Context: an optimization exercise on an open-source flow, tuned for small area. The choices shown serve that exercise and are no tape-out recipe.
The RTL was checked by simulation tests, not by an equivalence proof against the original design.
Power and IR drop assume default switching activity.

`design/flow/design.v`:
```
module DSP(A, B, C, D, clk, rst_n, P);
input  [17:0] A, B, D;
input  [47:0] C;
input clk, rst_n;
output reg [47:0] P;
reg [18:0] Sr, S1, S2;
reg [17:0] A0, A1;
reg [2:0] v;     
reg [47:0] Q;
reg [20:0] T2;
  wire [18:0] Ssum = {u52, u50, u48, u46, u44, u42, u40, u38, u37, s19, s17, s15, s13, s11, s9, s7, s5, s3, s1};
  wire [20:0] T3 = {u104, u102, u100, u98, u96, u94, u92, u91, s75, s73, s71, s69, s67, s65, s63, s61, s59, s57, s55, s53, S1[0]};
always @(posedge clk) begin
  Sr <= Ssum;
  S1 <= Sr;
  S2 <= S1;
  T2 <= T3;
  A0 <= A;
  A1 <= A0;
end
always @(posedge clk or negedge rst_n)
  if (!rst_n) v <= 3'b000;
  else        v <= {v[1:0], 1'b1};
  wire [20:0] s1x = {2'b00, S2};
  wire [20:0] s2x = {1'b0, S2, 1'b0};
  wire e1_0 = v[2] & ~A1[1] & A1[0];
  wire e2_0 = v[2] & A1[1] & ~A1[0];
  wire e3_0 = v[2] & A1[1] & A1[0];
  wire [20:0] pp0 = (({21{e1_0}} & s1x) | ({21{e2_0}} & s2x) | ({21{e3_0}} & T2));
  wire e1_1 = v[2] & ~A1[3] & A1[2];
  wire e2_1 = v[2] & A1[3] & ~A1[2];
  wire e3_1 = v[2] & A1[3] & A1[2];
  wire [20:0] pp1 = (({21{e1_1}} & s1x) | ({21{e2_1}} & s2x) | ({21{e3_1}} & T2));
  wire e1_2 = v[2] & ~A1[5] & A1[4];
  wire e2_2 = v[2] & A1[5] & ~A1[4];
  wire e3_2 = v[2] & A1[5] & A1[4];
  wire [20:0] pp2 = (({21{e1_2}} & s1x) | ({21{e2_2}} & s2x) | ({21{e3_2}} & T2));
  wire e1_3 = v[2] & ~A1[7] & A1[6];
  wire e2_3 = v[2] & A1[7] & ~A1[6];
  wire e3_3 = v[2] & A1[7] & A1[6];
  wire [20:0] pp3 = (({21{e1_3}} & s1x) | ({21{e2_3}} & s2x) | ({21{e3_3}} & T2));
  wire e1_4 = v[2] & ~A1[9] & A1[8];
  wire e2_4 = v[2] & A1[9] & ~A1[8];
  wire e3_4 = v[2] & A1[9] & A1[8];
  wire [20:0] pp4 = (({21{e1_4}} & s1x) | ({21{e2_4}} & s2x) | ({21{e3_4}} & T2));
  wire e1_5 = v[2] & ~A1[11] & A1[10];
  wire e2_5 = v[2] & A1[11] & ~A1[10];
  wire e3_5 = v[2] & A1[11] & A1[10];
  wire [20:0] pp5 = (({21{e1_5}} & s1x) | ({21{e2_5}} & s2x) | ({21{e3_5}} & T2));
  wire e1_6 = v[2] & ~A1[13] & A1[12];
  wire e2_6 = v[2] & A1[13] & ~A1[12];
  wire e3_6 = v[2] & A1[13] & A1[12];
  wire [20:0] pp6 = (({21{e1_6}} & s1x) | ({21{e2_6}} & s2x) | ({21{e3_6}} & T2));
  wire e1_7 = v[2] & ~A1[15] & A1[14];
  wire e2_7 = v[2] & A1[15] & ~A1[14];
  wire e3_7 = v[2] & A1[15] & A1[14];
  wire [20:0] pp7 = (({21{e1_7}} & s1x) | ({21{e2_7}} & s2x) | ({21{e3_7}} & T2));
  wire e1_8 = v[2] & ~A1[17] & A1[16];
  wire e2_8 = v[2] & A1[17] & ~A1[16];
  wire e3_8 = v[2] & A1[17] & A1[16];
  wire [20:0] pp8 = (({21{e1_8}} & s1x) | ({21{e2_8}} & s2x) | ({21{e3_8}} & T2));
  wire s1, c2;
  ha u_s1 (B[0], D[0], s1, c2);
  wire s3, c4;
  fa u_s3 (B[1], D[1], c2, s3, c4);
  wire s5, c6;
  fa u_s5 (B[2], D[2], c4, s5, c6);
  wire s7, c8;
  fa u_s7 (B[3], D[3], c6, s7, c8);
  wire s9, c10;
  fa u_s9 (B[4], D[4], c8, s9, c10);
  wire s11, c12;
  fa u_s11 (B[5], D[5], c10, s11, c12);
  wire s13, c14;
  fa u_s13 (B[6], D[6], c12, s13, c14);
  wire s15, c16;
  fa u_s15 (B[7], D[7], c14, s15, c16);
  wire s17, c18;
  fa u_s17 (B[8], D[8], c16, s17, c18);
  wire s19, c20;
  fa u_s19 (B[9], D[9], c18, s19, c20);
  wire s21, c22;
  ha u_s21 (B[10], D[10], s21, c22);
  wire s23, c24;
  fa u_s23 (B[11], D[11], c22, s23, c24);
  wire s25, c26;
  fa u_s25 (B[12], D[12], c24, s25, c26);
  wire s27, c28;
  fa u_s27 (B[13], D[13], c26, s27, c28);
  wire s29, c30;
  fa u_s29 (B[14], D[14], c28, s29, c30);
  wire s31, c32;
  fa u_s31 (B[15], D[15], c30, s31, c32);
  wire s33, c34;
  fa u_s33 (B[16], D[16], c32, s33, c34);
  wire s35, c36;
  fa u_s35 (B[17], D[17], c34, s35, c36);
  wire u37 = s21 ^ c20;
  wire u38 = s23 ^ (c20 & s21);
  wire t39 = s21 & s23;
  wire u40 = s25 ^ (c20 & t39);
  wire t41 = t39 & s25;
  wire u42 = s27 ^ (c20 & t41);
  wire t43 = t41 & s27;
  wire u44 = s29 ^ (c20 & t43);
  wire t45 = t43 & s29;
  wire u46 = s31 ^ (c20 & t45);
  wire t47 = t45 & s31;
  wire u48 = s33 ^ (c20 & t47);
  wire t49 = t47 & s33;
  wire u50 = s35 ^ (c20 & t49);
  wire t51 = t49 & s35;
  wire u52 = c36 | (c20 & t51);
  wire s53, c54;
  ha u_s53 (S1[0], S1[1], s53, c54);
  wire s55, c56;
  fa u_s55 (S1[1], S1[2], c54, s55, c56);
  wire s57, c58;
  fa u_s57 (S1[2], S1[3], c56, s57, c58);
  wire s59, c60;
  fa u_s59 (S1[3], S1[4], c58, s59, c60);
  wire s61, c62;
  fa u_s61 (S1[4], S1[5], c60, s61, c62);
  wire s63, c64;
  fa u_s63 (S1[5], S1[6], c62, s63, c64);
  wire s65, c66;
  fa u_s65 (S1[6], S1[7], c64, s65, c66);
  wire s67, c68;
  fa u_s67 (S1[7], S1[8], c66, s67, c68);
  wire s69, c70;
  fa u_s69 (S1[8], S1[9], c68, s69, c70);
  wire s71, c72;
  fa u_s71 (S1[9], S1[10], c70, s71, c72);
  wire s73, c74;
  fa u_s73 (S1[10], S1[11], c72, s73, c74);
  wire s75, c76;
  fa u_s75 (S1[11], S1[12], c74, s75, c76);
  wire s77, c78;
  ha u_s77 (S1[12], S1[13], s77, c78);
  wire s79, c80;
  fa u_s79 (S1[13], S1[14], c78, s79, c80);
  wire s81, c82;
  fa u_s81 (S1[14], S1[15], c80, s81, c82);
  wire s83, c84;
  fa u_s83 (S1[15], S1[16], c82, s83, c84);
  wire s85, c86;
  fa u_s85 (S1[16], S1[17], c84, s85, c86);
  wire s87, c88;
  fa u_s87 (S1[17], S1[18], c86, s87, c88);
  wire s89, c90;
  ha u_s89 (S1[18], c88, s89, c90);
  wire u91 = s77 ^ c76;
  wire u92 = s79 ^ (c76 & s77);
  wire t93 = s77 & s79;
  wire u94 = s81 ^ (c76 & t93);
  wire t95 = t93 & s81;
  wire u96 = s83 ^ (c76 & t95);
  wire t97 = t95 & s83;
  wire u98 = s85 ^ (c76 & t97);
  wire t99 = t97 & s85;
  wire u100 = s87 ^ (c76 & t99);
  wire t101 = t99 & s87;
  wire u102 = s89 ^ (c76 & t101);
  wire t103 = t101 & s89;
  wire u104 = c90 | (c76 & t103);
  wire s105, c106;
  ha u_s105 (pp0[16], pp1[14], s105, c106);
  wire s107, c108;
  fa u_s107 (pp0[17], pp1[15], pp2[13], s107, c108);
  wire s109, c110;
  fa u_s109 (pp0[18], pp1[16], pp2[14], s109, c110);
  wire s111, c112;
  fa u_s111 (pp0[19], pp1[17], pp2[15], s111, c112);
  wire s113, c114;
  fa u_s113 (pp0[20], pp1[18], pp2[16], s113, c114);
  wire s115, c116;
  ha u_s115 (pp1[19], pp2[17], s115, c116);
  wire s117, c118;
  ha u_s117 (pp1[20], pp2[18], s117, c118);
  wire s119, c120;
  ha u_s119 (pp0[10], pp1[8], s119, c120);
  wire s121, c122;
  fa u_s121 (pp0[11], pp1[9], pp2[7], s121, c122);
  wire s123, c124;
  fa u_s123 (pp0[12], pp1[10], pp2[8], s123, c124);
  wire s125, c126;
  ha u_s125 (pp3[6], pp4[4], s125, c126);
  wire s127, c128;
  fa u_s127 (pp0[13], pp1[11], pp2[9], s127, c128);
  wire s129, c130;
  fa u_s129 (pp3[7], pp4[5], pp5[3], s129, c130);
  wire s131, c132;
  fa u_s131 (pp0[14], pp1[12], pp2[10], s131, c132);
  wire s133, c134;
  fa u_s133 (pp3[8], pp4[6], pp5[4], s133, c134);
  wire s135, c136;
  ha u_s135 (pp6[2], pp7[0], s135, c136);
  wire s137, c138;
  fa u_s137 (pp0[15], pp1[13], pp2[11], s137, c138);
  wire s139, c140;
  fa u_s139 (pp3[9], pp4[7], pp5[5], s139, c140);
  wire s141, c142;
  fa u_s141 (pp6[3], pp7[1], C[15], s141, c142);
  wire s143, c144;
  fa u_s143 (pp2[12], pp3[10], pp4[8], s143, c144);
  wire s145, c146;
  fa u_s145 (pp5[6], pp6[4], pp7[2], s145, c146);
  wire s147, c148;
  fa u_s147 (pp8[0], s105, C[16], s147, c148);
  wire s149, c150;
  fa u_s149 (pp3[11], pp4[9], pp5[7], s149, c150);
  wire s151, c152;
  fa u_s151 (pp6[5], pp7[3], pp8[1], s151, c152);
  wire s153, c154;
  fa u_s153 (c106, s107, C[17], s153, c154);
  wire s155, c156;
  fa u_s155 (pp3[12], pp4[10], pp5[8], s155, c156);
  wire s157, c158;
  fa u_s157 (pp6[6], pp7[4], pp8[2], s157, c158);
  wire s159, c160;
  fa u_s159 (c108, s109, C[18], s159, c160);
  wire s161, c162;
  fa u_s161 (pp3[13], pp4[11], pp5[9], s161, c162);
  wire s163, c164;
  fa u_s163 (pp6[7], pp7[5], pp8[3], s163, c164);
  wire s165, c166;
  fa u_s165 (c110, s111, C[19], s165, c166);
  wire s167, c168;
  fa u_s167 (pp3[14], pp4[12], pp5[10], s167, c168);
  wire s169, c170;
  fa u_s169 (pp6[8], pp7[6], pp8[4], s169, c170);
  wire s171, c172;
  fa u_s171 (c112, s113, C[20], s171, c172);
  wire s173, c174;
  fa u_s173 (pp3[15], pp4[13], pp5[11], s173, c174);
  wire s175, c176;
  fa u_s175 (pp6[9], pp7[7], pp8[5], s175, c176);
  wire s177, c178;
  fa u_s177 (s115, c114, C[21], s177, c178);
  wire s179, c180;
  fa u_s179 (pp3[16], pp4[14], pp5[12], s179, c180);
  wire s181, c182;
  fa u_s181 (pp6[10], pp7[8], pp8[6], s181, c182);
  wire s183, c184;
  fa u_s183 (c116, s117, C[22], s183, c184);
  wire s185, c186;
  fa u_s185 (pp2[19], pp3[17], pp4[15], s185, c186);
  wire s187, c188;
  fa u_s187 (pp5[13], pp6[11], pp7[9], s187, c188);
  wire s189, c190;
  fa u_s189 (pp8[7], c118, C[23], s189, c190);
  wire s191, c192;
  fa u_s191 (pp2[20], pp3[18], pp4[16], s191, c192);
  wire s193, c194;
  fa u_s193 (pp5[14], pp6[12], pp7[10], s193, c194);
  wire s195, c196;
  ha u_s195 (pp8[8], C[24], s195, c196);
  wire s197, c198;
  fa u_s197 (pp3[19], pp4[17], pp5[15], s197, c198);
  wire s199, c200;
  fa u_s199 (pp6[13], pp7[11], pp8[9], s199, c200);
  wire s201, c202;
  fa u_s201 (pp3[20], pp4[18], pp5[16], s201, c202);
  wire s203, c204;
  ha u_s203 (pp6[14], pp7[12], s203, c204);
  wire s205, c206;
  fa u_s205 (pp4[19], pp5[17], pp6[15], s205, c206);
  wire s207, c208;
  ha u_s207 (pp4[20], pp5[18], s207, c208);
  wire s209, c210;
  ha u_s209 (pp0[6], pp1[4], s209, c210);
  wire s211, c212;
  fa u_s211 (pp0[7], pp1[5], pp2[3], s211, c212);
  wire s213, c214;
  fa u_s213 (pp0[8], pp1[6], pp2[4], s213, c214);
  wire s215, c216;
  ha u_s215 (pp3[2], pp4[0], s215, c216);
  wire s217, c218;
  fa u_s217 (pp0[9], pp1[7], pp2[5], s217, c218);
  wire s219, c220;
  fa u_s219 (pp3[3], pp4[1], C[9], s219, c220);
  wire s221, c222;
  fa u_s221 (pp2[6], pp3[4], pp4[2], s221, c222);
  wire s223, c224;
  fa u_s223 (pp5[0], s119, C[10], s223, c224);
  wire s225, c226;
  fa u_s225 (pp3[5], pp4[3], pp5[1], s225, c226);
  wire s227, c228;
  fa u_s227 (c120, s121, C[11], s227, c228);
  wire s229, c230;
  fa u_s229 (pp5[2], pp6[0], s125, s229, c230);
  wire s231, c232;
  fa u_s231 (c122, s123, C[12], s231, c232);
  wire s233, c234;
  fa u_s233 (pp6[1], c126, c124, s233, c234);
  wire s235, c236;
  fa u_s235 (s127, s129, C[13], s235, c236);
  wire s237, c238;
  fa u_s237 (s135, c128, c130, s237, c238);
  wire s239, c240;
  fa u_s239 (s131, s133, C[14], s239, c240);
  wire s241, c242;
  fa u_s241 (c136, c132, c134, s241, c242);
  wire s243, c244;
  fa u_s243 (s137, s139, s141, s243, c244);
  wire s245, c246;
  fa u_s245 (c138, c140, s143, s245, c246);
  wire s247, c248;
  fa u_s247 (s145, c142, s147, s247, c248);
  wire s249, c250;
  fa u_s249 (c144, c146, s149, s249, c250);
  wire s251, c252;
  fa u_s251 (s151, c148, s153, s251, c252);
  wire s253, c254;
  fa u_s253 (c150, c152, s155, s253, c254);
  wire s255, c256;
  fa u_s255 (s157, c154, s159, s255, c256);
  wire s257, c258;
  fa u_s257 (c156, c158, s161, s257, c258);
  wire s259, c260;
  fa u_s259 (s163, c160, s165, s259, c260);
  wire s261, c262;
  fa u_s261 (c162, c164, s167, s261, c262);
  wire s263, c264;
  fa u_s263 (s169, c166, s171, s263, c264);
  wire s265, c266;
  fa u_s265 (c168, c170, s173, s265, c266);
  wire s267, c268;
  fa u_s267 (s175, c172, s177, s267, c268);
  wire s269, c270;
  fa u_s269 (c174, c176, s179, s269, c270);
  wire s271, c272;
  fa u_s271 (s181, c178, s183, s271, c272);
  wire s273, c274;
  fa u_s273 (c180, c182, s185, s273, c274);
  wire s275, c276;
  fa u_s275 (s187, c184, s189, s275, c276);
  wire s277, c278;
  fa u_s277 (c186, c188, s191, s277, c278);
  wire s279, c280;
  fa u_s279 (s193, s195, c190, s279, c280);
  wire s281, c282;
  fa u_s281 (c192, c194, s197, s281, c282);
  wire s283, c284;
  fa u_s283 (s199, C[25], c196, s283, c284);
  wire s285, c286;
  fa u_s285 (pp8[10], s203, c198, s285, c286);
  wire s287, c288;
  fa u_s287 (c200, s201, C[26], s287, c288);
  wire s289, c290;
  fa u_s289 (pp7[13], pp8[11], c204, s289, c290);
  wire s291, c292;
  fa u_s291 (c202, s205, C[27], s291, c292);
  wire s293, c294;
  fa u_s293 (pp6[16], pp7[14], pp8[12], s293, c294);
  wire s295, c296;
  fa u_s295 (s207, c206, C[28], s295, c296);
  wire s297, c298;
  fa u_s297 (pp5[19], pp6[17], pp7[15], s297, c298);
  wire s299, c300;
  fa u_s299 (pp8[13], c208, C[29], s299, c300);
  wire s301, c302;
  fa u_s301 (pp5[20], pp6[18], pp7[16], s301, c302);
  wire s303, c304;
  ha u_s303 (pp8[14], C[30], s303, c304);
  wire s305, c306;
  fa u_s305 (pp6[19], pp7[17], pp8[15], s305, c306);
  wire s307, c308;
  ha u_s307 (pp6[20], pp7[18], s307, c308);
  wire s309, c310;
  ha u_s309 (pp0[4], pp1[2], s309, c310);
  wire s311, c312;
  fa u_s311 (pp0[5], pp1[3], pp2[1], s311, c312);
  wire s313, c314;
  fa u_s313 (pp2[2], pp3[0], s209, s313, c314);
  wire s315, c316;
  fa u_s315 (pp3[1], c210, s211, s315, c316);
  wire s317, c318;
  fa u_s317 (s215, c212, s213, s317, c318);
  wire s319, c320;
  fa u_s319 (c216, c214, s217, s319, c320);
  wire s321, c322;
  fa u_s321 (c218, s221, c220, s321, c322);
  wire s323, c324;
  fa u_s323 (c222, s225, c224, s323, c324);
  wire s325, c326;
  fa u_s325 (c226, s229, c228, s325, c326);
  wire s327, c328;
  fa u_s327 (c230, s233, c232, s327, c328);
  wire s329, c330;
  fa u_s329 (c234, s237, c236, s329, c330);
  wire s331, c332;
  fa u_s331 (c238, s241, c240, s331, c332);
  wire s333, c334;
  fa u_s333 (c242, s245, c244, s333, c334);
  wire s335, c336;
  fa u_s335 (c246, s249, c248, s335, c336);
  wire s337, c338;
  fa u_s337 (c250, s253, c252, s337, c338);
  wire s339, c340;
  fa u_s339 (c254, s257, c256, s339, c340);
  wire s341, c342;
  fa u_s341 (c258, s261, c260, s341, c342);
  wire s343, c344;
  fa u_s343 (c262, s265, c264, s343, c344);
  wire s345, c346;
  fa u_s345 (c266, s269, c268, s345, c346);
  wire s347, c348;
  fa u_s347 (c270, s273, c272, s347, c348);
  wire s349, c350;
  fa u_s349 (c274, s277, s279, s349, c350);
  wire s351, c352;
  fa u_s351 (c278, s281, s283, s351, c352);
  wire s353, c354;
  fa u_s353 (c282, s285, s287, s353, c354);
  wire s355, c356;
  fa u_s355 (s289, c286, c288, s355, c356);
  wire s357, c358;
  fa u_s357 (s293, c290, c292, s357, c358);
  wire s359, c360;
  fa u_s359 (c294, s297, c296, s359, c360);
  wire s361, c362;
  fa u_s361 (c298, s301, s303, s361, c362);
  wire s363, c364;
  fa u_s363 (c302, s305, C[31], s363, c364);
  wire s365, c366;
  fa u_s365 (pp8[16], s307, c306, s365, c366);
  wire s367, c368;
  fa u_s367 (pp7[19], pp8[17], c308, s367, c368);
  wire s369, c370;
  ha u_s369 (pp7[20], pp8[18], s369, c370);
  wire s371, c372;
  ha u_s371 (pp0[2], pp1[0], s371, c372);
  wire s373, c374;
  fa u_s373 (pp0[3], pp1[1], C[3], s373, c374);
  wire s375, c376;
  fa u_s375 (pp2[0], s309, C[4], s375, c376);
  wire s377, c378;
  fa u_s377 (c310, s311, C[5], s377, c378);
  wire s379, c380;
  fa u_s379 (c312, s313, C[6], s379, c380);
  wire s381, c382;
  fa u_s381 (c314, s315, C[7], s381, c382);
  wire s383, c384;
  fa u_s383 (c316, s317, C[8], s383, c384);
  wire s385, c386;
  fa u_s385 (c318, s319, s219, s385, c386);
  wire s387, c388;
  fa u_s387 (c320, s223, s321, s387, c388);
  wire s389, c390;
  fa u_s389 (s227, c322, s323, s389, c390);
  wire s391, c392;
  fa u_s391 (s231, c324, s325, s391, c392);
  wire s393, c394;
  fa u_s393 (s235, c326, s327, s393, c394);
  wire s395, c396;
  fa u_s395 (s239, c328, s329, s395, c396);
  wire s397, c398;
  fa u_s397 (c330, s331, s243, s397, c398);
  wire s399, c400;
  fa u_s399 (c332, s247, s333, s399, c400);
  wire s401, c402;
  fa u_s401 (s251, c334, s335, s401, c402);
  wire s403, c404;
  fa u_s403 (s255, c336, s337, s403, c404);
  wire s405, c406;
  fa u_s405 (s259, c338, s339, s405, c406);
  wire s407, c408;
  fa u_s407 (s263, c340, s341, s407, c408);
  wire s409, c410;
  fa u_s409 (s267, c342, s343, s409, c410);
  wire s411, c412;
  fa u_s411 (s271, c344, s345, s411, c412);
  wire s413, c414;
  fa u_s413 (s275, c346, s347, s413, c414);
  wire s415, c416;
  fa u_s415 (c276, c348, s349, s415, c416);
  wire s417, c418;
  fa u_s417 (c280, s351, c350, s417, c418);
  wire s419, c420;
  fa u_s419 (c284, s353, c352, s419, c420);
  wire s421, c422;
  fa u_s421 (s291, s355, c354, s421, c422);
  wire s423, c424;
  fa u_s423 (s295, c356, s357, s423, c424);
  wire s425, c426;
  fa u_s425 (s299, c358, s359, s425, c426);
  wire s427, c428;
  fa u_s427 (c300, s361, c360, s427, c428);
  wire s429, c430;
  fa u_s429 (c304, s363, c362, s429, c430);
  wire s431, c432;
  fa u_s431 (s365, C[32], c364, s431, c432);
  wire s433, c434;
  fa u_s433 (s367, c366, C[33], s433, c434);
  wire s435, c436;
  fa u_s435 (s369, c368, C[34], s435, c436);
  wire s437, c438;
  fa u_s437 (pp8[19], c370, C[35], s437, c438);
  wire s439, c440;
  ha u_s439 (pp8[20], C[36], s439, c440);
  wire s441, c442;
  ha u_s441 (pp0[0], C[0], s441, c442);
  wire s443, c444;
  fa u_s443 (pp0[1], C[1], c442, s443, c444);
  wire s445, c446;
  fa u_s445 (s371, C[2], c444, s445, c446);
  wire s447, c448;
  fa u_s447 (c372, s373, c446, s447, c448);
  wire s449, c450;
  fa u_s449 (c374, s375, c448, s449, c450);
  wire s451, c452;
  fa u_s451 (c376, s377, c450, s451, c452);
  wire s453, c454;
  fa u_s453 (c378, s379, c452, s453, c454);
  wire s455, c456;
  fa u_s455 (c380, s381, c454, s455, c456);
  wire s457, c458;
  ha u_s457 (c382, s383, s457, c458);
  wire s459, c460;
  ha u_s459 (c384, s385, s459, c460);
  wire s461, c462;
  ha u_s461 (c386, s387, s461, c462);
  wire s463, c464;
  ha u_s463 (c388, s389, s463, c464);
  wire s465, c466;
  ha u_s465 (c390, s391, s465, c466);
  wire s467, c468;
  ha u_s467 (c392, s393, s467, c468);
  wire s469, c470;
  ha u_s469 (c394, s395, s469, c470);
  wire s471, c472;
  ha u_s471 (c396, s397, s471, c472);
  wire s473, c474;
  ha u_s473 (c398, s399, s473, c474);
  wire s475, c476;
  ha u_s475 (c400, s401, s475, c476);
  wire s477, c478;
  ha u_s477 (c402, s403, s477, c478);
  wire s479, c480;
  ha u_s479 (c404, s405, s479, c480);
  wire s481, c482;
  ha u_s481 (c406, s407, s481, c482);
  wire s483, c484;
  ha u_s483 (c408, s409, s483, c484);
  wire s485, c486;
  ha u_s485 (c410, s411, s485, c486);
  wire s487, c488;
  ha u_s487 (c412, s413, s487, c488);
  wire s489, c490;
  ha u_s489 (c414, s415, s489, c490);
  wire s491, c492;
  ha u_s491 (c416, s417, s491, c492);
  wire s493, c494;
  ha u_s493 (s419, c418, s493, c494);
  wire s495, c496;
  ha u_s495 (s421, c420, s495, c496);
  wire s497, c498;
  ha u_s497 (c422, s423, s497, c498);
  wire s499, c500;
  ha u_s499 (c424, s425, s499, c500);
  wire s501, c502;
  ha u_s501 (c426, s427, s501, c502);
  wire s503, c504;
  ha u_s503 (s429, c428, s503, c504);
  wire s505, c506;
  ha u_s505 (s431, c430, s505, c506);
  wire s507, c508;
  ha u_s507 (s433, c432, s507, c508);
  wire s509, c510;
  ha u_s509 (c434, s435, s509, c510);
  wire s511, c512;
  ha u_s511 (c436, s437, s511, c512);
  wire s513, c514;
  ha u_s513 (s439, c438, s513, c514);
  wire g515 = c458 | (s457 & c456);
  wire g516 = c460 | (s459 & g515);
  wire p517 = s459 & s457;
  wire g518 = c464 | (s463 & c462);
  wire p519 = s463 & s461;
  wire g520 = c468 | (s467 & c466);
  wire p521 = s467 & s465;
  wire g522 = c472 | (s471 & c470);
  wire p523 = s471 & s469;
  wire g524 = c476 | (s475 & c474);
  wire p525 = s475 & s473;
  wire g526 = c480 | (s479 & c478);
  wire p527 = s479 & s477;
  wire g528 = c484 | (s483 & c482);
  wire p529 = s483 & s481;
  wire g530 = c488 | (s487 & c486);
  wire p531 = s487 & s485;
  wire g532 = c492 | (s491 & c490);
  wire p533 = s491 & s489;
  wire g534 = c496 | (s495 & c494);
  wire p535 = s495 & s493;
  wire g536 = c500 | (s499 & c498);
  wire p537 = s499 & s497;
  wire g538 = c504 | (s503 & c502);
  wire p539 = s503 & s501;
  wire g540 = c508 | (s507 & c506);
  wire p541 = s507 & s505;
  wire g542 = c512 | (s511 & c510);
  wire p543 = s511 & s509;
  wire g544 = g518 | (p519 & g516);
  wire p545 = p519 & p517;
  wire g546 = g522 | (p523 & g520);
  wire p547 = p523 & p521;
  wire g548 = g526 | (p527 & g524);
  wire p549 = p527 & p525;
  wire g550 = g530 | (p531 & g528);
  wire p551 = p531 & p529;
  wire g552 = g534 | (p535 & g532);
  wire p553 = p535 & p533;
  wire g554 = g538 | (p539 & g536);
  wire p555 = p539 & p537;
  wire g556 = g542 | (p543 & g540);
  wire p557 = p543 & p541;
  wire g558 = g546 | (p547 & g544);
  wire p559 = p547 & p545;
  wire g560 = g550 | (p551 & g548);
  wire p561 = p551 & p549;
  wire g562 = g554 | (p555 & g552);
  wire p563 = p555 & p553;
  wire g564 = g560 | (p561 & g558);
  wire p565 = p561 & p559;
  wire g566 = g562 | (p563 & g564);
  wire p567 = p563 & p565;
  wire g568 = g548 | (p549 & g558);
  wire p569 = p549 & p559;
  wire g570 = g552 | (p553 & g564);
  wire p571 = p553 & p565;
  wire g572 = g556 | (p557 & g566);
  wire p573 = p557 & p567;
  wire g574 = g520 | (p521 & g544);
  wire p575 = p521 & p545;
  wire g576 = g524 | (p525 & g558);
  wire p577 = p525 & p559;
  wire g578 = g528 | (p529 & g568);
  wire p579 = p529 & p569;
  wire g580 = g532 | (p533 & g564);
  wire p581 = p533 & p565;
  wire g582 = g536 | (p537 & g570);
  wire p583 = p537 & p571;
  wire g584 = g540 | (p541 & g566);
  wire p585 = p541 & p567;
  wire g586 = c462 | (s461 & g516);
  wire p587 = s461 & p517;
  wire g588 = c466 | (s465 & g544);
  wire p589 = s465 & p545;
  wire g590 = c470 | (s469 & g574);
  wire p591 = s469 & p575;
  wire g592 = c474 | (s473 & g558);
  wire p593 = s473 & p559;
  wire g594 = c478 | (s477 & g576);
  wire p595 = s477 & p577;
  wire g596 = c482 | (s481 & g568);
  wire p597 = s481 & p569;
  wire g598 = c486 | (s485 & g578);
  wire p599 = s485 & p579;
  wire g600 = c490 | (s489 & g564);
  wire p601 = s489 & p565;
  wire g602 = c494 | (s493 & g580);
  wire p603 = s493 & p581;
  wire g604 = c498 | (s497 & g570);
  wire p605 = s497 & p571;
  wire g606 = c502 | (s501 & g582);
  wire p607 = s501 & p583;
  wire g608 = c506 | (s505 & g566);
  wire p609 = s505 & p567;
  wire g610 = c510 | (s509 & g584);
  wire p611 = s509 & p585;
  wire g612 = c514 | (s513 & g572);
  wire p613 = s513 & p573;
  wire r614 = s457 ^ c456;
  wire r615 = s459 ^ g515;
  wire r616 = s461 ^ g516;
  wire r617 = s463 ^ g586;
  wire r618 = s465 ^ g544;
  wire r619 = s467 ^ g588;
  wire r620 = s469 ^ g574;
  wire r621 = s471 ^ g590;
  wire r622 = s473 ^ g558;
  wire r623 = s475 ^ g592;
  wire r624 = s477 ^ g576;
  wire r625 = s479 ^ g594;
  wire r626 = s481 ^ g568;
  wire r627 = s483 ^ g596;
  wire r628 = s485 ^ g578;
  wire r629 = s487 ^ g598;
  wire r630 = s489 ^ g564;
  wire r631 = s491 ^ g600;
  wire r632 = s493 ^ g580;
  wire r633 = s495 ^ g602;
  wire r634 = s497 ^ g570;
  wire r635 = s499 ^ g604;
  wire r636 = s501 ^ g582;
  wire r637 = s503 ^ g606;
  wire r638 = s505 ^ g566;
  wire r639 = s507 ^ g608;
  wire r640 = s509 ^ g584;
  wire r641 = s511 ^ g610;
  wire r642 = s513 ^ g572;
  wire k643 = g612 ^ c440;
  wire r644 = C[37] ^ k643;
  wire r645 = C[38] ^ (k643 & C[37]);
  wire t646 = C[37] & C[38];
  wire r647 = C[39] ^ (k643 & t646);
  wire t648 = t646 & C[39];
  wire r649 = C[40] ^ (k643 & t648);
  wire t650 = t648 & C[40];
  wire r651 = C[41] ^ (k643 & t650);
  wire t652 = t650 & C[41];
  wire r653 = C[42] ^ (k643 & t652);
  wire t654 = t652 & C[42];
  wire r655 = C[43] ^ (k643 & t654);
  wire t656 = t654 & C[43];
  wire r657 = C[44] ^ (k643 & t656);
  wire t658 = t656 & C[44];
  wire r659 = C[45] ^ (k643 & t658);
  wire t660 = t658 & C[45];
  wire r661 = C[46] ^ (k643 & t660);
  wire t662 = t660 & C[46];
  wire r663 = C[47] ^ (k643 & t662);
  wire t664 = t662 & C[47];
  wire [47:0] SUM = {r663, r661, r659, r657, r655, r653, r651, r649, r647, r645, r644, r642, r641, r640, r639, r638, r637, r636, r635, r634, r633, r632, r631, r630, r629, r628, r627, r626, r625, r624, r623, r622, r621, r620, r619, r618, r617, r616, r615, r614, s455, s453, s451, s449, s447, s445, s443, s441};
always @(posedge clk or negedge rst_n)
  if (!rst_n) begin
    Q <= 48'd0;
    P <= 48'd0;
  end else begin
    Q <= SUM;
    P <= Q;
  end
endmodule
module fa(input a, input b, input c, output s, output co);
  assign s = a ^ b ^ c;
  assign co = (a & b) | (a & c) | (b & c);
endmodule
module ha(input a, input b, output s, output co);
  assign s = a ^ b;
  assign co = a & b;
endmodule
```
`design/flow/flow/run.sh`:
```
#!/bin/bash
# The standard layout (standard.sh, unchanged synthesis) with:
#  - each port buffered by the smallest buffer cell instead of a delay cell,
#  - clock tree built from clkbuf_8 cells, without dummy loads.
set -euo pipefail
export BUFFER_PORTS_ARGS="-buffer_cell sky130_fd_sc_hd__buf_1"
export CTS_ARGS="-sink_clustering_enable -repair_clock_nets -dont_use_dummy_load -buf_list sky130_fd_sc_hd__clkbuf_8"
bash standard.sh > standard.log 2>&1
```
`design/flow/standard.sh`:
```
#!/bin/bash
# synth_recipe.tcl (not shown) runs the flow's synth.tcl, then flattens the netlist and writes it again
# the make line also repeats each setting of config.mk as NAME=value (left out here)
make -C /OpenROAD-flow-scripts/flow DESIGN_CONFIG=/design/flow/config.mk WORK_HOME=/design/flow/orfs CLKGATE_MAP_FILE= SYNTH_SCRIPT=/design/flow/synth_recipe.tcl "${@:-finish}"
```
`design/flow/config.mk`:
```
export PLATFORM = sky130hd
export DESIGN_NAME = DSP
export DESIGN_NICKNAME = DSP
export VERILOG_FILES = /design/flow/design.v
export SDC_FILE = /design/flow/constraint.sdc
export NUM_CORES = 4
export LEC_CHECK = 0
export ABC_AREA = 1
export CAP_MARGIN = 20
export CORE_MARGIN = 2
export CORE_UTILIZATION = 40
export GPL_TIMING_DRIVEN = 0
export PLACE_DENSITY = 0.6
export SLEW_MARGIN = 20
export SYNTH_HIERARCHICAL = 1
export SYNTH_MINIMUM_KEEP_SIZE = 0
```
`design/flow/constraint.sdc`:
```
create_clock -name core_clock -period 7.0 [get_ports {clk}]
set_input_delay 1.4000 -clock core_clock [delete_from_list [all_inputs] [get_ports {clk}]]
set_output_delay 1.4000 -clock core_clock [all_outputs]
set_load 0.01 [all_outputs]
```
==> notes.md, run 1 <==
outcome complete, no violations; WL final 35340 um; Critical Path Start Type flip-flop; Switch Pwr 3.097 mW; Vias roughly 9600; DRC viols 0; worst setup path endpoint Q[38]; Critical Path RT 7370 ps; grt total ovfl 0; Setup crit end kind flip-flop; top_reg_cell synth dfxtp_1; Worst Hold Class reg -> reg; ys async rst share 0.4670; Yosys warning count 7; dpl hpwl 27750 um; CTS root buf clkbuf_8; Die Wd 186.7 um; switching share of power 0.4390; row cnt 66; Sequential Power Share 0.254; worst-margin pin slew 663.3 ps; synth unique cells 37; Worst Setup SP v[2]; synthesized cell area between 10000 and 15000 sq um; RSZ-0062 raised after global routing no; die area 34870 sq um; GP Congestion 0.8933; FMAX roughly 150 MHz; Port Buffers 151; total core area 32700 sq um; vias in the first global route approximately 10000; final period utilization 0.9446; FF+latch area 4740 sq um; Power Dens Cells 467.0 nW/um^2; sequential area share after synthesis 0.3548; Power, Total 7.053 mW; top cells by area, synth fa_1 28%, dfrtp_1 19%, dfxtp_1 17%, o221ai_1 11%, ha_1 6.7%; Comb pwr share 0.626; fill count 3094; setup ws final approximately 390 ps; Avg Cell Area, Syn 11.61 sq um; slew margin rel. 0.5578; All-Layer GR Usage 0.2076; slowest stage delay, CP 410 ps; first-pass GRT wire length 56640 um; DRT Pass-1 Iters 5; fin crit period about 6600 ps; Mapped Nets between 1500 and 2000; Lkg Pwr 6.493 nW; Crit path top cell by count nand2_1; largest net degree at the start of global routing 34; CTS Buf Count 35; Antenna Nets Post-Route 0; CP max stage cell fa_2; Initial Util 0.4085; Multi-input gate area ~8100 sq um; Slew Viols, Final 0; I/O pins 152; cts-stage hold buffer count 0; reg-to-reg endpoint Q[38]; hold slack final 316.1 ps; Max-Cap Viols 0; skew final 52.50 ps; CTS clk-pin slew, worst paths 50 ps; clock share of power 0.121; post-synth top area cell fa_1; area share of the largest cell type after synthesis 0.2848; VDD IR max approximately 0.26 mV; register bit total from synthesis 212; clock sink count 212; Worst R2R Start v[2]; Setup CP Type reg -> reg; Worst Path Arrival 6980 ps; Final Setup Violations 0; initial drt markers 687; post-DR vias/cell 5.361; Hold Fails Final Rpt 0; share of cells above drive strength 1 0.09843; worst-case reg-to-reg path depth 35; antenna fix cells 0; number of synthesized flops with an enable pin 0; CTS max path bufs 3; Nets 1708; peak fanout along the critical path 10; post-place setup slack -544.0 ps; Mapped Cells approximately 1200; Clk Latency, worst-skew pair 530 ps; CTS tree yes; number of H-tree levels 2; r2r setup slk about 390 ps; Area Growth Syn to Fin 13.08%; Avg WL per Cell between 15 and 20 um; initial antenna violation count 0; DIE HEIGHT roughly 190 um; cell-internal power 3.957 mW
-- per-module statistics from Yosys (local to each module, per instance) --
module,cells,times used
fa,1,190
ha,1,52
DSP,909,1
-- through the flow --
step	util	std cells	TNS [ps]	instance area (sq um)
2_1_floorplan	-	1151	0	13360
3_3_place_gp	0.4427	1744	-3761	14480
3_5_place_dp	0.4448	1747	-4121	14550
4_1_cts	0.4598	1781	0	15040
5_1_grt	0.4619	1783	0	15100
6_report	0.4619	1783	0	15100
-- layout make-up --
class	count	area share
well taps	442	0.03661
plain buffers	57	0.02005
inverters	70	0.01756
clock buffers	35	0.03189
repair buffers	156	0.04291
multi-input cells	811	0.5372
flip-flops and latches	212	0.3138
-- power by group through the flow --
stage	Sequential, mW	Clock (mW)	Combinational, mW
floorplan	1.86	0	3.20
global placement	1.81	0	4.32
detailed placement	1.82	0	4.43
CTS	1.80	0.894	4.45
global route	1.83	0.947	5.14
finish	1.79	0.852	4.41
-- worst min path at each step --
| stage | startpoint | endpoint | cells after the start | slack, ps |
|---|---|---|---|---|
| floorplan | A0[0] | A1[0] | 0 | 310 |
| global placement | Sr[1] | S1[1] | 0 | 310 |
| detailed placement | A0[6] | A1[6] | 0 | 310 |
| CTS | A0[13] | A1[13] | 0 | 320 |
| global route | A0[17] | A1[17] | 0 | 320 |
| finish | A0[13] | A1[13] | 0 | 320 |
-- kinds of logic (layout without fill, tap and decap cells) --
| group | after synthesis | in the layout | synth area share |
|---|---|---|---|
| AOI/OAI and AO/OA | 192 | 192 | 0.1196 |
| other | 1 | 1 | 0.0002807 |
| buffers and inverters | 128 | 318 | 0.04206 |
| adders and majority gates | 261 | 261 | 0.3513 |
| and+or+nand+nor | 330 | 330 | 0.1143 |
| DFF | 212 | 212 | 0.3548 |
| xor gates and xnor gates | 27 | 27 | 0.01770 |
-- sequential cells by signal, indices dropped and copies added, names as in the netlist --
name  count
A0       18
A1       18
P        48
Q        48
S1       19
S2       18
Sr       19
T2       21
v         3
-- repair_timing --
action | CTS | global route
setup buffers | 0 | 2
endpoints found under the setup margin | 11 | 11
resized for setup | 4 | 16
gates cloned | 0 | 0
pin swaps | 1 | 2
-- synth_stat cells, types with 3 or more instances --
master and n:
xor2_1 14, nand3_1 16, fa_1 190, nor2_2 8, nor2_1 55, dfrtp_1 99, nor2_4 6, o22ai_1 9
dfxtp_1 113, nand2_2 8, clkbuf_1 17, buf_2 35, nand2_1 218, clkinv_1 40, ha_1 71, a21oi_1 15
o221ai_1 162, xnor2_1 13, buf_6 3, inv_1 30, nand3b_4 8
-- worst max-delay path: cells and delay by family, from the launching register on --
family / cells / cell delay (ps)
adders and majority gates: 11 / 3370
xor gates and xnor gates: 2 / 460
buffers and inverters: 5 / 670
DFF: 1 / 350
and+or+nand+nor: 16 / 1470
AOI/OAI and AO/OA: 1 / 110
-- cell usage in the layout, fill, tap and decap left out, types with 29 or more instances in the layout --
master / n
nand2_1: 217
fa_1: 185
o221ai_1: 161
buf_1: 151
dfxtp_1: 113
dfrtp_1: 99
ha_1: 71
nor2_1: 54
clkinv_1: 38
buf_2: 35
clkbuf_8: 35
inv_1: 29
-- metal layers --
metal / wire length, um / up-vias / GRT usage
li1: - / 4364 / -
met1: 14750 / 4733 / 0.2676
met2: 16630 / 403 / 0.3399
met3: 3065 / 58 / 0.05906
met4: 898 / 0 / 0.06380
met5: 0 / - / 0
==> run 2: changes to the inputs <==
--- a/design/flow/flow/run.sh
+++ b/design/flow/flow/run.sh
@@ -5,4 +5,4 @@
 set -euo pipefail
 export BUFFER_PORTS_ARGS="-buffer_cell sky130_fd_sc_hd__buf_1"
-export CTS_ARGS="-sink_clustering_enable -repair_clock_nets -dont_use_dummy_load -buf_list sky130_fd_sc_hd__clkbuf_8"
+export CTS_ARGS="-sink_clustering_enable -repair_clock_nets -dont_use_dummy_load -buf_list sky130_fd_sc_hd__clkbuf_16 -sink_clustering_size 30 -sink_clustering_max_diameter 100"
 bash standard.sh > standard.log 2>&1
==> notes.md, run 2 <==
outcome complete, no violations; VDD IR max 0.2591 mV; Slew Viols, Final 0; DRC viols 0; Hold Startpoint Sr[7]; reg-to-reg endpoint Q[47]; commonest non-fill, non-tap cell in the layout nand2_1; post-DR vias/cell about 5.4; GP Congestion 0.8933; total core area about 33000 sq um; WHS Endpoint S1[7]; Power Dens Cells 459.0 nW/um^2; slew margin rel. 0.5518; CP max stage cell fa_2; post-synth top area cell fa_1; Hold Fails Final Rpt 0; I/O pins 152; post-place setup slack -544.0 ps; grt total ovfl 0; RSZ-0062 raised after global routing no; Avg Cell Area, Syn 11.61 sq um; slowest stage delay, CP ~400 ps; Layout Utilization 0.4562; most numerous cell in the Yosys netlist nand2_1; die area 34870 sq um; register bit total from synthesis 212; Die Wd approximately 190 um; number of H-tree levels 1; Critical Path RT between 7000 and 8000 ps; Hold Crit Depth 0; sequential area share after synthesis 0.3548; Worst R2R Start v[2]; setup ws final between 300 and 400 ps; dpl hpwl 27750 um; initial drt markers 739; clock sink count 212; Lkg Pwr 6.383 nW; Clk Latency, worst-skew pair 480 ps; synth unique cells 37; CTS Buf Count 11; most frequent cells in the layout 217 x nand2_1, 186 x fa_1, 161 x o221ai_1; CTS max path bufs 3; r2r setup slk ~400 ps; initial antenna violation count 0; DP Area 14550 sq um; share of cells above drive strength 1 0.08276; Vias 9467; ys async rst share 0.4670; Initial Util 0.4085; synthesized cell area 13360 sq um; largest net degree at the start of global routing 34; top post-synthesis cells by count 218 x nand2_1, 190 x fa_1, 162 x o221ai_1; peak fanout along the critical path 10; Yosys warning count 7; number of synthesized flops with an enable pin 0; Crit path top cell by count nand2_1; Nets 1684; Power, Total approximately 6.8 mW; Mapped Nets roughly 1500; top_reg_cell synth dfxtp_1; Setup CP Type reg -> reg; Mapped Cells 1151; Avg WL per Cell roughly 20 um; fin crit period between 6000 and 7000 ps; WL final between 30000 and 40000 um; Final Setup Violations 0; area share of the largest cell type after synthesis 0.2848; DRT Pass-1 Iters 6; biggest regs P (48), Q (48), T2 (21); Port Buffers 151; Area Growth Syn to Fin 11.68%; row cnt 66; skew final 25.49 ps; Max-Cap Viols 0; CTS root buf clkbuf_16; Antenna Nets Post-Route 0; worst-case reg-to-reg path depth 39; FMAX 151.5 MHz; antenna fix cells 0; CTS tree yes; TNS Setup 0 ps; vias in the first global route 10034; DIE HEIGHT roughly 190 um; Critical Path Start Type flip-flop; Worst Hold Class reg -> reg; Buffers & Inverters on Critical Path 5; post-route cell area 14920 sq um; All-Layer GR Usage 0.2041; final period utilization 0.9429; top cells by area, synth fa_1 28%, dfrtp_1 19%, dfxtp_1 17%, o221ai_1 11%, ha_1 6.7%; worst-margin pin slew 672.3 ps; Worst Path Arrival roughly 7000 ps; Setup crit end kind flip-flop; delay-heaviest family, CP adder cells; first-pass GRT wire length 56100 um; CTS clk-pin slew, worst paths around 100 ps
## run 2: final cells by class
| cell class | count | area [sq um] |
|---|---|---|
| fill | 3118 | 17780 |
| inverter | 70 | 271.5 |
| buffer | 56 | 299.0 |
| clock buffer | 11 | 275.3 |
| timing repair buffer | 157 | 668.1 |
| tap | 442 | 553.0 |
| sequential | 212 | 4740 |
| multi-input combinational | 811 | 8112 |
## run 2: routing by layer
layer / up-vias / GRT usage / part of all wire
met5: - / 0 / 0
met4: 0 / 0.04976 / 0.023
met3: 50 / 0.05116 / 0.082
met2: 376 / 0.3390 / 0.47
met1: 4729 / 0.2686 / 0.42
li1: 4312 / - / -
## run 2: repair_timing
item / CTS / global route
setup endpoints to repair: 11 / 11
hold buffers: 0 / 0
pin swaps: 1 / 2
setup buffers: 1 / 2
resized for setup: 2 / 19
## run 2: how the worst max path moves through the flow
stage / startpoint / endpoint / slack (ps) / cells past startpoint
final: v[2] / Q[47] / 400 / 39
after global routing: v[2] / Q[47] / 20 / 39
after CTS: v[2] / Q[47] / 10 / 37
after detailed placement: C[0] / Q[38] / -540 / 30
after global placement: C[0] / Q[38] / -510 / 30
after floorplan: C[0] / Q[38] / 350 / 29
## run 2: logic make-up (layout without fill, tap and decap cells)
| kind of cell | count (synthesis) | after routing | share of synthesized area |
|---|---|---|---|
| other | 1 | 1 | 0.0002807 |
| AND/OR/NAND/NOR | 330 | 330 | 0.1143 |
| buffers and inverters | 128 | 294 | 0.04206 |
| flip-flops | 212 | 212 | 0.3548 |
| adder cells (fa/ha/maj) | 261 | 261 | 0.3513 |
| AO/OA/AOI/OAI | 192 | 192 | 0.1196 |
| XOR/XNOR | 27 | 27 | 0.01770 |
## run 2: modules after synthesis, one instance, submodules excluded
| module | cells inside | flops+latches | area (sq um) |
|---|---|---|---|
| ha | 1 | 0 | 12.51 |
| fa | 1 | 0 | 20.02 |
| DSP | 909 | 212 | 8904 |
## run 2: per-stage QoR
| step | std cells | hold slack (ps) |
|---|---|---|
| 2_1_floorplan | 1151 | 309.6 |
| 3_3_place_gp | 1744 | 312.1 |
| 3_5_place_dp | 1747 | 312.1 |
| 4_1_cts | 1759 | 319.6 |
| 5_1_grt | 1759 | 325.7 |
| 6_report | 1759 | 315.2 |
## run 2: power breakdown
| part | total (mW) | internal (mW) | leakage [nW] | switching, mW |
|---|---|---|---|---|
| sequential | 1.79 | 1.67 | 2.11 | 0.118 |
| clock | 0.646 | 0.284 | 0.136 | 0.362 |
| combinational | 4.41 | 1.85 | 4.14 | 2.57 |
| total | 6.85 | 3.80 | 6.38 | 3.05 |
==> run 3: changes to the inputs <==
==> design/flow/flow/run.sh (replaced) <==
#!/bin/bash
# The standard layout (standard.sh, unchanged synthesis) with:
#  - each port buffered by the smallest buffer cell instead of a delay cell,
#  - clock tree built from clkbuf_8 cells, without dummy loads.
set -euo pipefail
export BUFFER_PORTS_ARGS="-buffer_cell sky130_fd_sc_hd__buf_1"
export CTS_ARGS="-sink_clustering_enable -repair_clock_nets -dont_use_dummy_load -buf_list sky130_fd_sc_hd__clkbuf_8 -sink_clustering_size 18 -sink_clustering_max_diameter 60"
bash standard.sh > standard.log 2>&1
==> notes.md, run 3 <==
TNS Setup 0 ps; Final Instance Count excl. Fillers 1768; skew final 78.55 ps; I/O pins 152; cts-stage hold buffer count 0; Comb pwr share 0.648; Critical Path RT 7400 ps; Worst Path Arrival 7020 ps; cell-internal power 3.739 mW; Mapped Nets 1516; Buffers & Inverters on Critical Path 5; delay-heaviest family, CP adder cells; Avg WL per Cell 19.88 um; row cnt 66; post-synth top area cell fa_1; synthesized cell area 13360 sq um; Setup CP Type reg -> reg; Inst Count DP between 1500 and 2000; most numerous cell in the Yosys netlist nand2_1; worst-margin pin slew 668.6 ps; Die Wd 186.7 um; commonest non-fill, non-tap cell in the layout nand2_1; Synth Area in Compound Gates 0.1196; top post-synthesis cells by count 218 x nand2_1, 190 x fa_1, 162 x o221ai_1; hold slack final 319.7 ps; die area 34870 sq um; synth unique cells 37; Critical Path Start Type flip-flop; slew margin rel. 0.5543; All-Layer GR Usage 0.2050; Post-Synth XOR/XNOR Area 0.01770; Nets 1692; top_reg_cell synth dfxtp_1; DP Area 14550 sq um; number of synthesized flops with an enable pin 0; CTS Buf Count 18; final period utilization 0.9459; dpl hpwl 27750 um; top cells by area, synth fa_1 28%, dfrtp_1 19%, dfxtp_1 17%, o221ai_1 11%, ha_1 6.7%; initial antenna violation count 1; DRT Pass-1 Iters 6; total core area 32700 sq um; sequential area share after synthesis 0.3548; first-pass GRT wire length 56310 um; post-DR vias/cell 5.363; Yosys warning count 7; GP Congestion 0.8933; Sequential Power Share 0.263; post-synthesis mux area share 0; DIE HEIGHT 186.7 um; worst-case reg-to-reg path depth 35; Port Buffers between 150 and 200; clock share of power 0.089; number of H-tree levels 1; CTS clk-pin slew, worst paths ~100 ps; Worst Hold Class reg -> reg; Max-Cap Viols 0; largest family of logic cells by synthesized area adder cells; peak fanout along the critical path 10; vias in the first global route approximately 10000; Initial Util 0.4085; slowest stage delay, CP 410 ps; Power Dens Cells 456.5 nW/um^2; Slew Viols, Final 0; Mapped Cells 1151; CP max stage cell fa_2; Setup crit end kind flip-flop; ys async rst share 0.4670; grt total ovfl 0; Switch Pwr 3.046 mW; area share of the largest cell type after synthesis 0.2848; CTS max path bufs 3; initial drt markers 666; share of cells above drive strength 1 0.08679; Clk Latency, worst-skew pair 570 ps; Avg Cell Area, Syn 11.61 sq um; Hold Fails Final Rpt 0; Crit path top cell by count nand2_1; post-route cell area between 10000 and 15000 sq um; clock sink count 212; DRC viols 0; WL final about 35000 um; fill count 3131; biggest regs P (48), Q (48), T2 (21); Antenna Nets Post-Route 0; Synth Area in Adders 0.3513; Synth Area in Simple Gates 0.1143; fin crit period 6621 ps; Vias between 9000 and 10000; switching share of power 0.4490; largest net degree at the start of global routing 34; Hold Crit Depth 0; most frequent cells in the layout 217 x nand2_1, 185 x fa_1, 161 x o221ai_1; cell depth of the worst setup path 35; CTS root buf clkbuf_8; Final Setup Violations 0; outcome complete, no violations; VDD IR max 0.2583 mV; CTS tree yes; RSZ-0062 raised after global routing no; FMAX around 150 MHz; Layout Utilization 0.4545; register bit total from synthesis 212; Area Growth Syn to Fin 11.28%; Lkg Pwr 6.372 nW
==> run 3: cell counts after synthesis <==
Identical to the previous run, type by type.
==> run 3: final timing paths <==
check / from / end / slack (ps)
max: v[2] / Q[38] / 380
min: Sr[7] / S1[7] / 320
max reg2reg: v[2] / Q[38] / 380
min reg2reg: Sr[7] / S1[7] / 320
max in group asynchronous: rst_n / Q[32] / 5210
min in group asynchronous: rst_n / Q[1] / 760
==> run 3: timing repair <==
| item | CTS | global route |
|---|---|---|
| endpoints found under the setup margin | 11 | 11 |
| gates resized for setup | 4 | 13 |
| pin swaps | 1 | 1 |
| setup buffers | 1 | 2 |
==> run 3: per-stage QoR <==
step	total power, mW	setup slack [ps]
after floorplan	5.057	347.9
after global placement	6.128	-505.4
after detailed placement	6.248	-544.0
after CTS	6.882	10.77
after global routing	7.644	0.1510
final	6.785	378.7
==> run 3: layout make-up <==
class / instances / area, sq um / share of cell area
clock buffers: 18 / 247.7 / 0.01667
well taps: 442 / 553.0 / 0.03721
plain buffers: 57 / 302.8 / 0.02037
flip-flops and latches: 212 / 4740 / 0.3189
repair buffers: 157 / 655.6 / 0.04411
inverters: 70 / 265.3 / 0.01785
diodes: 1 / 2.502 / 0.0001683
multi-input cells: 811 / 8098 / 0.5448
==> run 3: layer usage <==
| metal | share of wire | GRT usage | routed length [um] |
|---|---|---|---|
| met5 | 0 | 0 | 0 |
| met2 | 0.47 | 0.3424 | 16660 |
| met4 | 0.017 | 0.04121 | 614 |
| met3 | 0.090 | 0.05548 | 3164 |
| met1 | 0.42 | 0.2689 | 14710 |
==> run 3: power by group through the flow <==
stage	clock, mW	sequential, mW	combinational, mW
6_report	0.604	1.78	4.40
4_1_cts	0.637	1.79	4.46
2_1_floorplan	0	1.86	3.20
5_1_grt	0.685	1.82	5.14
3_5_place_dp	0	1.82	4.43
3_3_place_gp	0	1.81	4.32
==> run 3: cells by family after synthesis <==
kind of cell	Yosys count
AND/OR/NAND/NOR	330
adder cells (fa/ha/maj)	261
flip-flops	212
AO/OA/AOI/OAI	192
buffers and inverters	128
XOR/XNOR	27
other	1
==> run 3: Yosys stat by module (local to each module, per instance) <==
module	cell area [sq um]	times used	flops+latches	cells inside
fa	20.02	190	0	1
ha	12.51	52	0	1
DSP	8904	1	212	909
==> run 4: changes to the inputs <==
--- a/design/flow/flow/run.sh
+++ b/design/flow/flow/run.sh
@@ -2,5 +2,6 @@
 # The standard layout (standard.sh, unchanged synthesis) with:
 #  - each port buffered by the smallest buffer cell instead of a delay cell,
-#  - clock tree built from clkbuf_8 cells, without dummy loads.
+#  - clock tree built from clkbuf_8 cells in clusters of up to 18 sinks,
+#    without dummy loads.
 set -euo pipefail
 export BUFFER_PORTS_ARGS="-buffer_cell sky130_fd_sc_hd__buf_1"
==> notes.md, run 4 <==
most numerous cell in the Yosys netlist nand2_1; outcome complete, no violations; Mapped Cells 1151; worst-case reg-to-reg path depth 35; slowest stage delay, CP 410 ps; CTS root buf clkbuf_8; area share of the largest cell type after synthesis 0.2848; total core area 32700 sq um; RSZ-0062 raised after global routing no; initial drt markers 666; All-Layer GR Usage 0.2050; VDD IR max 0.2583 mV; sequential area share after synthesis 0.3548; Worst Hold Class reg -> reg; dpl hpwl 27750 um; largest net degree at the start of global routing 34; first-pass GRT wire length around 56000 um; top post-synthesis cells by count 218 x nand2_1, 190 x fa_1, 162 x o221ai_1; WL final 35150 um; r2r setup slk between 300 and 400 ps; die area 34870 sq um; top_reg_cell synth dfxtp_1; post-synth top area cell fa_1; Setup CP Type reg -> reg; Lkg Pwr between 6 and 7 nW; Hold Crit Depth 0; Final Instance Count excl. Fillers 1768; Initial Util 0.4085; I/O pins 152; Vias 9481; top cells by area, synth fa_1 28%, dfrtp_1 19%, dfxtp_1 17%, o221ai_1 11%, ha_1 6.7%; Critical Path RT 7400 ps; most frequent cells in the layout 217 x nand2_1, 185 x fa_1, 161 x o221ai_1; Die Wd 186.7 um; Worst Path Arrival approximately 7000 ps; initial antenna violation count 1; register bit total from synthesis 212; skew final 78.55 ps; share of cells above drive strength 1 0.08679; Area Growth Syn to Fin 11.28%; post-DR vias/cell 5.363; grt total ovfl 0; synth unique cells 37; DRC viols 0; Mapped Nets 1516; Yosys warning count 7; CTS Buf Count 18; Avg WL per Cell 19.88 um; Slew Viols, Final 0; Setup crit end kind flip-flop; Hold Fails Final Rpt 0; Critical Path Start Type flip-flop; clock sink count 212; Avg Cell Area, Syn around 12 sq um; fin crit period 6621 ps; Power Dens Cells 456.5 nW/um^2; FMAX 151.0 MHz; biggest regs P (48), Q (48), T2 (21); synthesized cell area 13360 sq um; CTS clk-pin slew, worst paths 100 ps; DRT Pass-1 Iters 6; Crit path top cell by count nand2_1; CTS max path bufs 3; Max-Cap Viols 0; number of synthesized flops with an enable pin 0; commonest non-fill, non-tap cell in the layout nand2_1; slew margin rel. 0.5543; peak fanout along the critical path 10; CTS tree yes; Antenna Nets Post-Route 0; Final Setup Violations 0; Port Buffers 151; DIE HEIGHT 186.7 um; worst-margin pin slew 668.6 ps; TNS Setup 0 ps; final period utilization 0.9459; Inst Count DP 1747; ys async rst share 0.4670; GP Congestion 0.8933; vias in the first global route 10070; row cnt 66; Nets ~1700; number of H-tree levels 1; CP max stage cell fa_2; Clk Latency, worst-skew pair between 500 and 600 ps
-- run 4: cell families after synthesis --
group | synth area share
buffers and inverters | 0.04206
adder cells (fa/ha/maj) | 0.3513
other | 0.0002807
AO/OA/AOI/OAI | 0.1196
AND/OR/NAND/NOR | 0.1143
flip-flops | 0.3548
XOR/XNOR | 0.01770
-- run 4: cell type report --
class                   count  area, sq um
fillers                  3131        17840
multi-input cells         811         8098
flip-flops and latches    212         4740
repair buffers            157        655.6
well taps                 442        553.0
plain buffers              57        302.8
inverters                  70        265.3
clock buffers              18        247.7
diodes                      1        2.502
-- run 4: worst paths after layout --
kind	startpoint	end
min	Sr[7]	S1[7]
max	v[2]	Q[38]
max in group asynchronous	rst_n	Q[32]
min reg2reg	Sr[7]	S1[7]
min in group asynchronous	rst_n	Q[1]
max reg2reg	v[2]	Q[38]
-- run 4: repair_timing --
action / in CTS / in global routing
buffers inserted: 1 / 2
hold endpoints to repair: 0 / 0
pin swaps: 1 / 1
hold buffers: 0 / 0
endpoints found under the setup margin: 11 / 11
resized for setup: 4 / 13
-- run 4: per-module statistics from Yosys, one instance, submodules excluded --
| module | area, sq um | flops+latches | cells |
|---|---|---|---|
| ha | 12.51 | 0 | 1 |
| fa | 20.02 | 0 | 1 |
| DSP | 8904 | 212 | 909 |
-- run 4: layer usage --
layer  global-route usage  part of all wire  routed length (um)
met5                    0                 0                   0
met4              0.04121             0.017                 614
met3              0.05548             0.090                3164
met2               0.3424              0.47               16660
met1               0.2689              0.42               14710
-- run 4: power by group --
part | switching (mW) | internal [mW]
logic | 2.56 | 1.84
registers | 0.114 | 1.67
clock network | 0.374 | 0.230
-- run 4: worst max-delay path, delay by kind of cell (launching register included) --
family | cells | cell delay [ps]
flops | 1 | 360
buf+inv | 5 | 700
simple gates | 16 | 1450
compound gates | 1 | 110
fa+ha+maj | 11 | 3350
xor+xnor | 2 | 430
-- run 4: stage by stage --
step	power, mW	worst slack, ps	util	area [sq um]	hold WS [ps]
floorplan	5.057	347.9	-	13360	309.6
finish	6.785	378.7	0.4545	14860	319.7
CTS	6.882	10.77	0.4530	14810	322.2
detailed placement	6.248	-544.0	0.4448	14550	312.1
global placement	6.128	-505.4	0.4427	14480	312.1
global route	7.644	0.1510	0.4545	14860	325.8
==> run 5: changes to the inputs <==
--- a/design/flow/config.mk
+++ b/design/flow/config.mk
@@ -9,7 +9,7 @@
 export CAP_MARGIN = 20
 export CORE_MARGIN = 2
-export CORE_UTILIZATION = 40
+export CORE_UTILIZATION = 55
 export GPL_TIMING_DRIVEN = 0
-export PLACE_DENSITY = 0.6
+export PLACE_DENSITY = 0.75
 export SLEW_MARGIN = 20
 export SYNTH_HIERARCHICAL = 1
==> notes.md, run 5 <==
outcome complete, no violations; Worst Setup SP v[2]; WL final about 33000 um; Worst Path Arrival 7030 ps; CTS clk-pin slew, worst paths 100 ps; sequential area share after synthesis 0.3548; Power, Total 6.699 mW; Yosys warning count 7; Mapped Nets 1516; initial drt markers 848; Avg WL per Cell 20.07 um; number of synthesized flops with an enable pin 0; DRC viols 0; DIE HEIGHT around 160 um; worst-margin pin slew slightly above 600 ps; top cells by area, synth fa_1 28%, dfrtp_1 19%, dfxtp_1 17%, o221ai_1 11%, ha_1 6.7%; post-DR vias/cell 5.830; antenna fix cells 0; Avg Cell Area, Syn 11.61 sq um; GP Congestion between 0.9 and 1; CTS root buf clkbuf_8; All-Layer GR Usage 0.2702; Critical Path RT 7420 ps; slew margin rel. 0.5943; CP max stage cell fa_2; post-synth top area cell fa_1; Hold Crit Depth 0; vias in the first global route 10216; commonest non-fill, non-tap cell in the layout nand2_1; VDD IR max about 0.39 mV; WHS Endpoint S1[9]; DP Area 14400 sq um; Die Wd 159.8 um; Critical Path Start Type flip-flop; I/O pins 152; total core area 24110 sq um; area share of the largest cell type after synthesis 0.2848; TNS Setup 0 ps; grt total ovfl 0; ys async rst share 0.4670; Clk Latency, worst-skew pair 520 ps; row cnt 57; Area Growth Syn to Fin 10.14%; slowest stage delay, CP about 420 ps; Vias 9596; Power Dens Cells approximately 460 nW/um^2; initial antenna violation count 0; clock sink count roughly 210; RSZ-0062 raised after global routing no; DRT Pass-1 Iters 6; Worst R2R Start v[2]; Final Setup Violations 0; dpl hpwl ~26000 um; Crit path top cell by count nand2_1; Lkg Pwr between 6 and 7 nW; CTS max path bufs 3; worst-case reg-to-reg path depth 33; Mapped Cells ~1200; number of H-tree levels 1; CTS tree yes; register bit total from synthesis 212; most frequent cells in the layout 218 x nand2_1, 186 x fa_1, 162 x o221ai_1; die area ~26000 sq um; Max-Cap Viols 0; Initial Util 0.5541; Setup CP Type reg -> reg; first-pass GRT wire length 54650 um; top post-synthesis cells by count 218 x nand2_1, 190 x fa_1, 162 x o221ai_1; reg-to-reg endpoint Q[38]; Setup crit end kind flip-flop; top_reg_cell synth dfxtp_1; peak fanout along the critical path 10; most numerous cell in the Yosys netlist nand2_1; fin crit period 6613 ps; final period utilization 0.9447; share of cells above drive strength 1 0.08548; Antenna Nets Post-Route 0; Nets between 1500 and 2000; Layout Utilization 0.6104; Hold Startpoint Sr[9]; Hold Fails Final Rpt 0; r2r setup slk 390 ps; Worst Hold Class reg -> reg; FMAX 151.2 MHz; biggest regs P (48), Q (48), T2 (21); synth unique cells 37; largest net degree at the start of global routing 35; skew final 44.49 ps; synthesized cell area 13360 sq um; post-route cell area around 15000 sq um; Slew Viols, Final 0; Port Buffers 151; CTS Buf Count 17
-- run 5: cell type report --
cell class | instances | area, sq um
clock buffers | 17 | 234.0
repair buffers | 157 | 658.1
fillers | 2030 | 9393
multi-input cells | 811 | 8107
inverters | 70 | 269.0
flip-flops and latches | 212 | 4740
well taps | 324 | 405.4
plain buffers | 55 | 300.3
-- run 5: timing repair --
action	CTS	global route
gates resized for setup	6	12
setup endpoints to repair	11	11
hold buffers	0	0
pin swaps	1	2
setup buffers	0	3
gates cloned	0	0
-- run 5: worst max path at each step --
stage	end	slack [ps]
floorplan	Q[38]	350
global placement	Q[38]	-510
detailed placement	Q[38]	-640
CTS	Q[38]	30
global route	Q[38]	30
finish	Q[38]	390
-- run 5: through the flow --
stage          std cells  setup slack [ps]  hold slack (ps)
3_5_place_dp        1629            -644.8            312.1
3_3_place_gp        1626            -513.5            310.4
4_1_cts             1646             25.50            277.0
5_1_grt             1646             25.70            277.6
2_1_floorplan       1151             347.9            309.6
6_report            1646             386.8            278.5
-- run 5: per-layer routing --
metal,GRT usage,vias to the layer above,share of wire
met5,0,-,0
met4,0.07862,0,0.029
met3,0.04545,73,0.081
met2,0.4443,445,0.47
met1,0.3739,4764,0.42
li1,-,4314,-
-- run 5: power by group --
part	leakage (nW)	internal, mW	total, mW	switching, mW
combinational	4.15	1.82	4.33	2.51
clock	0.122	0.219	0.573	0.354
sequential	2.11	1.67	1.80	0.129
total	6.37	3.71	6.70	2.99
-- run 5: worst max-delay path: cells and delay by family, from the launching register on --
family	cells	cell delay, ps
compound gates	1	150
xor+xnor	2	460
fa+ha+maj	11	3440
buf+inv	5	630
flops	1	370
simple gates	14	1420
-- run 5: cell families after synthesis --
family,after synthesis,synth area share
compound gates,192,0.1196
xor+xnor,27,0.01770
fa+ha+maj,261,0.3513
buf+inv,128,0.04206
flops,212,0.3548
other cells,1,0.0002807
simple gates,330,0.1143
-- run 5: Yosys stat by module (local to each module, per instance) --
module / flip-flops and latches / cells / cell area (sq um) / times used
DSP: 212 / 909 / 8904 / 1
fa: 0 / 1 / 20.02 / 190
ha: 0 / 1 / 12.51 / 52

re-timing with driven ports:
How much do the figures lean on ideal ports? The routed layouts below were timed once more, with nothing changed but the port constraints. Step 1 sets driving cells, clkbuf_16 on the clock port and buf_2 on the other inputs (assumed; they add their load-dependent delay and slew). Step 2 moves the port delays by t, midway between the first and last clock arrival at a register: inputs arrive t later, outputs are due t later. That takes back most of the time a late clock gives input paths. Slacks: ideal / step 1 / step 2; pairs: ideal / step 1.
run	t, ns	slack for setup (ns)	worst setup path at the end	worst slew at a driven data input, ns
run 1	0.554	0.388 / 0.388 / 0.019	input to register	0.04
run 2	0.519	0.399 / 0.399 / 0.013	input to register	0.04
run 3	0.581	0.379 / 0.379 / 0.029	input to register	0.04
run 4	0.581	0.379 / 0.379 / 0.029	input to register	0.04
run 5	0.544	0.387 / 0.387 / -0.090	input to register	0.04
With both steps, setup timing fails in run 5, where it was met with ideal ports. The setup slack of run 5, which loses most, moves by 0.000 ns with the drivers and by -0.477 ns with both steps.
